From an optimization exercise on the open Yosys and OpenROAD flow, aimed at small area and a short achievable clock period; shortcuts taken in it are not production practice. Where RTL was checked, it was by simulation tests only, not by an equivalence proof against the original.

== onyx ==
## square_extractor
module square_extractor #(
	parameter WIDTH = 32
)(
	input clk,     
	input rst_n,   
	input din_valid,
	input [2 * WIDTH - 1:0]radicand,
	output dout_valid,
	output [WIDTH - 1:0]dout,
	output [2 * WIDTH - 1:0]remainder
);
	wire [0:0] qn1;
	wire [1:0] r1;
	assign qn1 = ~(|radicand[63:62]);
	assign r1 = {radicand[63] & radicand[62], radicand[63] & ~radicand[62]};
	wire [61:0] x1 = radicand[61:0];
	wire [0:0] qn1_in = qn1;
	wire [1:0] r1_in = r1;
	wire [61:0] x1_in = x1;
	wire [1:0] qn2;
	wire [2:0] r2;
	square_cell #(.J(1)) u_row1 (.r(r1_in), .qn(qn1_in), .b(x1_in[61:60]), .nr(r2), .nqn(qn2));
	wire [59:0] x2 = x1_in[59:0];
	reg v_s0;
	reg [1:0] qn_s0;
	reg [2:0] r_s0;
	reg [59:0] x_s0;
	always @(posedge clk or negedge rst_n)
		if (!rst_n) v_s0 <= 1'b0;
		else v_s0 <= din_valid;
	always @(posedge clk) begin qn_s0 <= qn2; r_s0 <= r2; x_s0 <= x2; end
	wire [1:0] qn2_in = qn_s0;
	wire [2:0] r2_in = r_s0;
	wire [59:0] x2_in = x_s0;
	wire [2:0] qn3;
	wire [3:0] r3;
	square_cell #(.J(2)) u_row2 (.r(r2_in), .qn(qn2_in), .b(x2_in[59:58]), .nr(r3), .nqn(qn3));
	wire [57:0] x3 = x2_in[57:0];
	reg v_s1;
	reg [2:0] qn_s1;
	reg [3:0] r_s1;
	reg [57:0] x_s1;
	always @(posedge clk or negedge rst_n)
		if (!rst_n) v_s1 <= 1'b0;
		else v_s1 <= v_s0;
	always @(posedge clk) begin qn_s1 <= qn3; r_s1 <= r3; x_s1 <= x3; end
	wire [2:0] qn3_in = qn_s1;
	wire [3:0] r3_in = r_s1;
	wire [57:0] x3_in = x_s1;
	wire [3:0] qn4;
	wire [4:0] r4;
  ...
clock: 5.5 ns
lec_check: 0
abc_area: 1
cap_margin: 20
core_margin: 2
core_utilization: 40
cts_cluster_diameter: 60
cts_cluster_size: 30
setup_slack_margin: 3
slew_margin: 20
run.sh (not shown) runs the stock make flow with config.mk's settings and CLKGATE_MAP_FILE= SYNTH_SCRIPT=/design/flow/synth_recipe.tcl, a recipe that flattens the netlist after the stock synthesis.
The inputs of raven differ from those of onyx as listed below.
==> flow/flow/run.sh (new file) <==
#!/bin/bash
# Own flow: the standard layout (standard.sh), except that synthesis maps
# the combinational logic with flow/abc.script (see flow/synth.tcl).  Each
# step's full output goes to a log file of its own in this folder.
set -euo pipefail
W=$(pwd)
export OWN_WORK=$W
export OWN_ABC_SCRIPT=$W/flow/abc.script
for step in synth floorplan place cts route finish; do
  bash standard.sh SYNTH_SCRIPT=$W/flow/synth.tcl $step > $W/$step.log 2>&1
done
==> flow/flow/abc.script (new file) <==
strash
dch
map -a
topo
stime -c
buffer -c
upsize -c
dnsize -c
==> flow/flow/synth.tcl (new file) <==
# The standard flow's synthesis script (synth_recipe.tcl in the work folder), with Yosys's
# abc pass run on flow/abc.script instead of ORFS's script.  Only the mapping
# of the combinational logic changes; the flip-flops and their names are the
# standard synthesis's.
proc abc {args} {
  set i [lsearch $args -script]
  lset args [expr {$i + 1}] $::env(OWN_ABC_SCRIPT)
  puts "own flow: abc $args"
  yosys abc {*}$args
}
source $::env(OWN_WORK)/synth_recipe.tcl
==> flow/standard.sh (new file) <==
#!/bin/bash
# synth_recipe.tcl (not shown) runs the flow's synth.tcl, then flattens the netlist and writes it again
# the make line also repeats each setting of config.mk as NAME=value (left out here)
make -C /OpenROAD-flow-scripts/flow DESIGN_CONFIG=/design/flow/config.mk WORK_HOME=/design/flow/orfs CLKGATE_MAP_FILE= SYNTH_SCRIPT=/design/flow/synth_recipe.tcl "${@:-finish}"
removed: flow/run.sh
[summary]
Diff onyx -> raven: unique cell type count in the Yosys netlist moved up, pin count of the biggest net entering global routing +8, fraction of area in registers picked up an extra 1.1 points. The destination of the critical timing path comes out dout[10] in one run and dout_valid in the other, namely in onyx and raven respectively. Share of the final layout cell area in multi-input gates for raven is lower than for onyx. The worst-case setup slack after placement of raven was inferior to that of onyx. onyx ended up with qn_s30[10]$_DFF_P_ as its timing startpoint of the critical path; raven ended up with v_s30$_DFF_PN0_. Final cell count was lower in raven than in onyx. Taking onyx as the reference, in raven final hold slack +12 ps; simple-gate share of the synthesized area -16 points.
Function was not checked in any run of this note: the RTL went through the layout flow alone.

* * *

## run 1
square_extractor, a different RTL version from the one above (not shown whole).
Size in the first run: roughly 9400 cells after synthesis, roughly 0.065 mm2 of cells after synthesis.
==> flow/config.mk <==
export PLATFORM = sky130hd
export DESIGN_NAME = square_extractor
export DESIGN_NICKNAME = square_extractor
export VERILOG_FILES = /design/flow/design.v
export SDC_FILE = /design/flow/constraint.sdc
export NUM_CORES = 8
export LEC_CHECK = 0
export ABC_AREA = 1
export CAP_MARGIN = 20
export CORE_MARGIN = 2
export CORE_UTILIZATION = 40
export CTS_CLUSTER_DIAMETER = 200
export CTS_CLUSTER_SIZE = 20
export SETUP_SLACK_MARGIN = 3.1
export SLEW_MARGIN = 20
export TNS_END_PERCENT = 30.0
==> flow/constraint.sdc <==
create_clock -name core_clock -period 5.5 [get_ports {clk}]
set_input_delay 1.1000 -clock core_clock [delete_from_list [all_inputs] [get_ports {clk}]]
set_output_delay 1.1000 -clock core_clock [all_outputs]
set_load 0.01 [all_outputs]
standard.sh (not shown) runs the stock make flow with config.mk's settings and CLKGATE_MAP_FILE= SYNTH_SCRIPT=/design/flow/synth_recipe.tcl, a recipe that flattens the netlist after the stock synthesis.
==> flow/flow/run.sh <==
#!/bin/bash
# Own flow: the standard layout (standard.sh, all steps unchanged), except
# that synthesis skips Yosys's extract_fa step and maps the combinational
# logic with flow/abc.script (ORFS's abc_area.script); see flow/synth.tcl.
# Each step's full output goes to a log file of its own in this folder.
set -euo pipefail
W=$(pwd)
export OWN_WORK=$W
export OWN_ABC_SCRIPT=$W/flow/abc.script
for step in synth floorplan place cts route finish; do
  bash standard.sh SYNTH_SCRIPT=$W/flow/synth.tcl $step > $W/$step.log 2>&1
done
==> flow/flow/abc.script <==
strash
dch
map -B 0.9
topo
stime -c
buffer -c
upsize -c
dnsize -c
==> flow/flow/synth.tcl <==
# The standard flow's synthesis script (synth_recipe.tcl in the work folder), without
# Yosys's extract_fa step (ORFS's mapping of full and half adders onto the
# library's fa/ha cells) and with Yosys's abc pass run on flow/abc.script.
# Only the mapping of the combinational logic changes; the flip-flops and
# their names are the standard synthesis's.
proc extract_fa {args} { puts "own flow: extract_fa skipped" }
proc abc {args} {
  set i [lsearch $args -script]
  lset args [expr {$i + 1}] $::env(OWN_ABC_SCRIPT)
  puts "own flow: abc $args"
  yosys abc {*}$args
}
source $::env(OWN_WORK)/synth_recipe.tcl
Run 1 went all the way through synthesis, placement and routing and the layout is clean on timing, DRC and antenna.
diff inputs: run 1 => run 2
# run 1
export LEC_CHECK = 0
export ABC_AREA = 1
export CAP_MARGIN = 20
export CORE_MARGIN = 2
export CORE_UTILIZATION = 40
export CTS_CLUSTER_DIAMETER = 200
export CTS_CLUSTER_SIZE = 20
export SETUP_SLACK_MARGIN = 3.1
export SLEW_MARGIN = 20
export TNS_END_PERCENT = 30.0
create_clock -name core_clock -period 5.5 [get_ports {clk}]
# run 2
export LEC_CHECK = 0
export ABC_AREA = 1
export CAP_MARGIN = 20
export CORE_MARGIN = 2
export CORE_UTILIZATION = 55
export CTS_CLUSTER_DIAMETER = 200
export CTS_CLUSTER_SIZE = 20
export PLACE_DENSITY = 0.75
export SETUP_SLACK_MARGIN = 3.1
export SLEW_MARGIN = 20
create_clock -name core_clock -period 5.5 [get_ports {clk}]
==> comparison <==
Die height delta for run 2 relative to run 1: 15% lower
Worst setup slack | run 2 above run 1
Row first-pass GRT wire length: run 2 higher / run 1 lower
Number of fillers in the final layout delta for run 2 relative to run 1: 5970 lower
Going from run 1 to run 2, clock skew went up, share of cell area taken by multi-input logic gates increased by 0.98 points relative to the old numbers, cell count moved down.

==> port drivers added, routing unchanged <==
No port has a modelled driver above. Below, the same layouts with a new extraction and two added sets of constraints. Step 1: set_driving_cell puts a clkbuf_16 on clk and a buf_2 on each other input, an assumption about the parent block. Step 2 also shifts input and output timing later by t, the mid clock arrival at the registers, as if the neighbouring blocks saw the same clock. a / b / c = no drivers / after step 1 / after step 2; a / b = the first two.
run | shift t [ns] | setup slack, ns | latest minus earliest clock arrival (ns)
onyx | 0.891 | 3.043 / 2.960 / 2.718 | 0.066 / 0.067
raven | 0.869 | 2.910 / 2.828 / 2.607 | 0.055 / 0.055
run 1 | 0.799 | 2.804 / 2.720 / 2.452 | 0.046 / 0.046
run 2 | 0.782 | 3.146 / 3.072 / 2.689 | 0.056 / 0.056
After both steps setup and hold are still met in every run listed. The setup slack of run 2, which loses most, moves by -0.074 ns with the drivers and by -0.457 ns with both steps.
